Source: an optimization exercise on an open RTL-to-GDS flow (aim: small area). Production flows keep margins and buffers that such runs may drop.
Function was checked by simulation only, so behaviour that the tests miss may differ from the original.
Power figures rest on the tool's default switching activity, not on a simulated workload.

==> design.v <==
module uart_rx (
	input 				clk,
	input 				rst_n,
	input 				hold,
	output 	 			recv_en,
	output reg 	[ 7:0] 	data_r,
	input 				rx_pin
);
localparam [8:0] T = 9'd42, XS = 9'd250, T2 = 9'd190;
localparam [3:0] PW = 4'd2, PS = 4'd7, PP2 = 4'd1;
reg [8:0] rt;
reg [3:0] rp;
wire is_w  = rp == PW;
wire is_p2 = rp == PP2;
wire hit   = rt == T;
wire hit2  = rt == T2;
assign recv_en = is_p2 && hit2;
always @(posedge clk) begin
	rt <= is_w ? XS : {rt[7:0], rt[8] ^ rt[4] ^ hit};
	if (hit && rp[3] && !hold)
		data_r[rp[2:0]] <= rx_pin;
	if (!rst_n)
		rp <= PW;
	else if (is_w) begin
		if (!rx_pin)
			rp <= PS;
	end else if (is_p2 ? hit2 : hit)
		rp <= rp + 4'd1;
end
endmodule
module uart_tx (
	input 				clk,
	input 				rst_n,
	input 				send_en,
	output 	 			send_busy,
	input 				send_rom,
	input 		[ 4:0] 	gcnt,
	input 		[ 7:0] 	rx_buf,
	output reg 			tx_pin
);
localparam [8:0] T = 9'd42, S0 = 9'd85;
localparam [3:0] PW = 4'd1, PS = 4'd7;
reg [8:0] tt;
reg [3:0] ph;
reg       rom_r;
wire is_w  = ph == PW;
wire hit   = tt == T;
wire first = tt == S0;
assign send_busy = !is_w;
reg [7:0] gbyte;
always @(*)
	case (gcnt[3:0])
		4'd2:    gbyte = 8'hE4;
		4'd3:    gbyte = 8'hBD;
		4'd4:    gbyte = 8'hA0;
		4'd5:    gbyte = 8'hE5;
		4'd6:    gbyte = 8'hA5;
		4'd7:    gbyte = 8'hBD;
		4'd8:    gbyte = " ";
		4'd9:    gbyte = " ";
		4'd10:   gbyte = "W";
		4'd11:   gbyte = "o";
		4'd12:   gbyte = "r";
		4'd13:   gbyte = "l";
		4'd14:   gbyte = "d";
		4'd15:   gbyte = "\r";
		default: gbyte = gcnt[4] ? "\n" : rx_buf;
	endcase
wire [7:0] byte_now = rom_r ? gbyte : rx_buf;
always @(posedge clk) begin
	tt <= is_w ? S0 : {tt[7:0], tt[8] ^ tt[4] ^ hit};
	if (is_w && send_en)
		rom_r <= send_rom;
	if (!rst_n) begin
		ph 		<= PW;
		tx_pin 	<= 1'b1;
	end else begin
		if (is_w) begin
			if (send_en)
				ph <= PS;
		end else if (hit)
			ph <= ph + 4'd1;
		if (first)
			tx_pin <= ph[3] ? byte_now[ph[2:0]] : !ph[2];
	end
end
endmodule
module uart_top (
	input 		clk,
	input 		rst_n,
	input 		uart_rx,
	output		uart_tx
);
localparam [25:0] WEND = 26'h32fa021;
reg  [ 4:0] cnt;
reg  [25:0] wcnt;
reg  	    send_en;
wire [ 7:0] recv_data;
wire 		recv_en;
wire 		send_busy;
wire in_wait = cnt[4] && cnt[0];	 
wire wend    = wcnt == WEND;
always @(posedge clk) begin
	wcnt <= {wcnt[24:0], in_wait && !(wcnt[25] ^ wcnt[5] ^ wcnt[1] ^ wcnt[0])};
	if (!rst_n) begin
		cnt 	<= 5'd0;
		send_en <= 1'b0;
	end else if (in_wait) begin
		if (wend)
			cnt <= 5'd0;
		else
			send_en <= recv_en;
	end else if (cnt[4]) begin	 
		cnt 	<= 5'd17;
		send_en <= 1'b0;
	end else if (!send_busy) begin
		cnt 	<= cnt + 5'd1;
		send_en <= 1'b1;
	end
end
uart_tx uart_tx_m0 (
	.clk 		(clk 		),
	.rst_n 		(rst_n 		),
	.send_en 	(send_en 	),
	.send_busy 	(send_busy 	),
	.send_rom 	(cnt[3:0] != 4'd0 && !cnt[4]),
	.gcnt 		(cnt 		),
	.rx_buf 	(recv_data 	),
	.tx_pin 	(uart_tx 	)
);
uart_rx uart_rx_m0 (
	.clk 		(clk 		),
	.rst_n 		(rst_n 		),
	.hold 		(cnt[4:1] == 4'd0),
	.recv_en 	(recv_en 	),
	.data_r 	(recv_data 	),
	.rx_pin 	(uart_rx 	)
);
endmodule
==> flow/run.sh <==
#!/bin/bash
# Own flow: the standard layout (standard.sh), with the synthesis's ABC
# mapping done by flow/area.abc (an area-oriented mapping) instead of ORFS's
# speed script. Registers, their names and cell types are those of the
# standard synthesis (dfflibmap runs before ABC and is unchanged).
set -euo pipefail
HERE=$(pwd)
cat > "$HERE/own_synth.tcl" <<EOT
proc synth {args} { yosys synth -nofsm -noshare {*}\$args }
proc abc {args} {
  set i [lsearch -exact \$args -script]
  if {\$i >= 0} { lset args [expr {\$i + 1}] {$HERE/flow/area.abc} }
  yosys abc {*}\$args
}
source \$::env(SCRIPTS_DIR)/synth.tcl
# left out here: clear keep_hierarchy, flatten, clean up
yosys rename -hide {w:*\$func\$*}
write_verilog -noattr -nohex -nodec \$::env(RESULTS_DIR)/1_2_yosys.v
EOT
bash standard.sh SYNTH_SCRIPT="$HERE/own_synth.tcl" ADDER_MAP_FILE= finish > "$HERE/standard.log" 2>&1
==> flow/area.abc <==
strash
dch
amap
==> standard.sh <==
#!/bin/bash
# synth_recipe.tcl (not shown) runs the flow's synth.tcl, then flattens the netlist and writes it again
# the make line also repeats each setting of config.mk as NAME=value (left out here)
make -C /OpenROAD-flow-scripts/flow DESIGN_CONFIG=/design/flow/config.mk WORK_HOME=/design/flow/orfs CLKGATE_MAP_FILE= SYNTH_SCRIPT=/design/flow/synth_recipe.tcl "${@:-finish}"
==> config.mk <==
export PLATFORM = sky130hd
export DESIGN_NAME = uart_top
export DESIGN_NICKNAME = uart_top
export VERILOG_FILES = /design/flow/design.v
export SDC_FILE = /design/flow/constraint.sdc
export NUM_CORES = 4
export LEC_CHECK = 0
export CAP_MARGIN = 20
export CORE_MARGIN = 2
export CORE_UTILIZATION = 75
export CTS_BUF_LIST = sky130_fd_sc_hd__clkbuf_4
export CTS_CLUSTER_DIAMETER = 100
export CTS_CLUSTER_SIZE = 40
export HOLD_SLACK_MARGIN = 0
export PLACE_DENSITY = 0.85
export SLEW_MARGIN = 20
==> constraint.sdc <==
create_clock -name core_clock -period 20.0 [get_ports {clk}]
set_input_delay 4.0000 -clock core_clock [delete_from_list [all_inputs] [get_ports {clk}]]
set_output_delay 4.0000 -clock core_clock [all_outputs]
set_load 0.01 [all_outputs]
==> out/metrics.csv <==
stage,metric,value,unit
synthesis,syn_inst,296,
setup_path,timing.rr.start,cnt[2],
clock_tree,ctsRootBufferMaster,clkbuf_4,
setup_path,reg2reg_to,uart_tx_m0.tx_pin,
drt,drt-pass1-iter-count,6,
setup_path,rrSetupSlack,17.51,ns
synthesis,ys_warn_count,3,
min_path,min_from,wcnt[10],
global_route,grt_pass1_wl,8980,um
floorplanning,io_pins,4,
placed_design,pre_cts_slack,14.51,ns
setup_path,startpoint,uart_tx_m0.tx_pin,
power,pwr-share-seq,0.470,
drt,wl,4860,um
synthesis,syn_avg_cell_area,8.59,sq um
setup_path,critPathMaxFanout,2,
placed_design,port-buffer-count,3,
setup_path,path_depth,1,
sta,relSlewSlack,0.572,
status,status,no timing/DRC/antenna violations,
sta,hold_viol,0,
sta,setup_tns,0,ns
sta,grt_setup_unrepaired,false,
min_path,min_delay_worst_endpoint,wcnt[11],
clock_tree,htree_levels,3,
power,combPwrFrac,0.270,
clock_tree,cts_tree,built,
floorplanning,rows,21,
synthesis,ys.flop_type,dfxtp_1,
setup_path,slowest_delay,0.53,ns
synthesis,synthArstFlopShare,0,
sta,fin_crit_sh,0.265,
global_route,grt_pass1_vias,2083,
sta,worst_pin_slew,0.639,ns
clock_tree,clk_latency,0.42,ns
floorplanning,die_area,0.00387,sq mm
synthesis,synth_seq_cells,68,
setup_path,crit_required,16.00,ns
synthesis,ys_top_cells_by_area,"dfxtp_1 (46%), edfxtp_1 (11%), nor2_1 (10%)",
drt,vias,2064,
sta,drv_slew,0,
drt,drt_iter0_drc,186,
global_route,grt_max_degree,18,
flow_run,maxCapViolCount,0,
clock_tree,clock_sinks,68,
placed_design,dp_hpwl,3380,um
layout,syn2layout_area_growth,10.2,%
power,switchingPower,0.000129,W
drt,wire_per_inst,13.5,um
clock_tree,post_cts_resized,0,
layout,nFillCells,193,
drt,drc,0,
floorplanning,initial_core_util,0.774,
placed_design,gp_congestion,0.912,
power,intPower,0.000250,W
power,clkPwrFrac,0.259,
layout,layout.nets,314,
floorplanning,die_y,62.2,um
setup_path,crit_buf_inv,1,
sta,setup_viol,0,
sta,finalClockSkew,0.0179,ns
power,total_leakage_power,1.01,nW
synthesis,synth_edf_count,9,
power,p_sw_frac,0.342,
synthesis,netlist.area_leader.share,0.465,
min_path,hp-class,reg -> reg,
setup_path,crit_chain,clkdlybuf4s50_1,
power,power_density,135,mW/mm^2
layout,num_antenna_cells,0,
setup_path,start_kind,flip-flop,
drt,vias_per_cell,5.72,
setup_path,end_kind,output pin,
synthesis,syn-num-nets,299,
clock_tree,path_clk_slew,0.12,ns
sta,max_freq,0.189,GHz
global_route,antenna_found_initial,0,
drt,postRouteAntennaNets,0,
clock_tree,clock_path_buffers,2,
synthesis,synth_area,0.00254,sq mm
clock_tree,cts_hold_buf,0,
setup_path,critPathKind,reg -> out,
setup_path,crit_family,buffers and inverters,
clock_tree,cts_made_buffers,9,
global_route,grt_overflow,0,
floorplanning,die_w,62.2,um
min_path,hold_depth,0,
synthesis,ys_types,34,
synthesis,ys_seq_area_frac,0.571,
layout,drive_gt1_frac,0.0571,
power,ir_drop,0.0000990,V
clock_tree,post_cts_buffers,0,
sta,worst_slack,14.71,ns
setup_path,cp_slowest_cell,clkdlybuf4s50_1,
global_route,grt_use_total,0.298,
floorplanning,core,0.00328,sq mm
setup_path,worstPathArrival,1.29,ns
setup_path,ff2ff_path_depth,15,
synthesis,yosys.area.top_type,dfxtp_1,
sta,fin_crit,5.29,ns
[cell usage in the layout (no fill, tap or decap), drive strengths merged, types with 2 or more instances in the layout]
master / instances
nand2: 24
nand4: 3
inv: 3
nor2: 69
o221ai: 2
a21oi: 17
bufinv: 2
a221oi: 3
o32a: 2
or4: 2
nand3: 3
edfxtp: 9
nor3: 8
nand2b: 2
clkbuf: 9
clkdlybuf4s50: 3
o21ai: 14
o22ai: 2
a211oi: 6
clkinv: 46
dfxtp: 59
nor4: 4
or2: 7
[registers in the layout, summed over array words and instances, names as in the netlist, 4 cells and up]
| name | flops |
|---|---|
| uart_tx_m0.tt | 9 |
| uart_rx_m0.data_r | 8 |
| uart_tx_m0.ph | 4 |
| wcnt | 26 |
| cnt | 5 |
| uart_rx_m0.rp | 4 |
| uart_rx_m0.rt | 9 |
[through the flow]
| step | total power (W) | utilization | std cells | area (sq um) | hold slack, ns |
|---|---|---|---|---|---|
| finish | 0.000379 | 0.853 | 361 | 2800 | 0.338 |
| global route | 0.000406 | 0.853 | 361 | 2800 | 0.333 |
| CTS | 0.000380 | 0.852 | 361 | 2800 | 0.342 |
| detailed placement | 0.000281 | 0.805 | 346 | 2640 | 0.334 |
| global placement | 0.000279 | 0.805 | 346 | 2640 | 0.332 |
| floorplan | 0.000254 | - | 296 | 2540 | 0.322 |
[cell type report]
cell class | count | area [sq um] | share of cell area
Clock buffer | 9 | 67.6 | 0.0241
Inverter | 45 | 169 | 0.0603
Tap cell | 46 | 57.6 | 0.0205
Timing Repair Buffer | 4 | 37.5 | 0.0134
Multi-Input combinational cell | 183 | 933 | 0.333
Clock inverter | 6 | 86.3 | 0.0308
Sequential cell | 68 | 1450 | 0.518
[kinds of logic (layout without fill, tap and decap cells)]
kind of cell,Yosys count,after routing,share of synthesized area
simple gates,126,126,0.217
compound gates,57,57,0.146
buf+inv,45,64,0.0664
flops,68,68,0.571
[power by group through the flow]
stage	registers, W	logic (W)	clock network (W)
2_1_floorplan	0.000177	0.0000772	0
3_3_place_gp	0.000181	0.0000984	0
3_5_place_dp	0.000181	0.000101	0
4_1_cts	0.000178	0.000102	0.000100
5_1_grt	0.000181	0.000120	0.000105
6_report	0.000178	0.000102	0.0000983
[synth_stat cells (all sizes together), types with 2 or more instances]
cell type	count
nand3	3
nand2	24
nand4	3
nor4	4
a221oi	3
clkinv	45
o21ai	14
dfxtp	59
a211oi	6
nor2	69
o221ai	2
or4	2
or2	7
o22ai	2
a21oi	17
edfxtp	9
nor3	8
o32a	2
nand2b	2
[how the worst max path moves through the flow]
stage / end / slack [ns]
after global routing: uart_tx / 14.66
final: uart_tx / 14.71
after global placement: cnt[3] / 14.60
after floorplan: cnt[3] / 15.27
after detailed placement: cnt[3] / 14.51
after CTS: uart_tx / 14.68
[layer usage]
metal,track usage,up-vias,part of all wire
met2,0.484,68,0.49
met4,0.158,0,0.020
met1,0.356,939,0.43
met3,0.0924,10,0.061
met5,0,-,0
li1,-,1047,-

static timing again, ports no longer ideal:
The results above use ideal ports. As a check the final layout listed here was re-extracted and re-timed, cells and wires unchanged.
Step 1 (the two cells are an assumption about what drives the block):
set clk [get_ports {clk}]
set_driving_cell -lib_cell sky130_fd_sc_hd__clkbuf_16 $clk
set_driving_cell -lib_cell sky130_fd_sc_hd__buf_2 [delete_from_list [all_inputs] $clk]
Step 2 moves the port delays by t, midway between the first and last clock arrival at a register: inputs arrive t later, outputs are due t later. That takes back most of the time a late clock gives input paths.
Three values: no drivers, after step 1, after step 2; two values: the first two.
t (ns): 0.434
setup WS [ns]: 14.706 / 14.684 / 14.455
slew at the worst register clock pin (ns): 0.12 / 0.12
worst slew at a driven data input, ns: 0.03
After both steps this run still meets setup and hold. For this run, drivers alone change the setup slack by -0.022 ns; drivers and shift together by -0.251 ns.
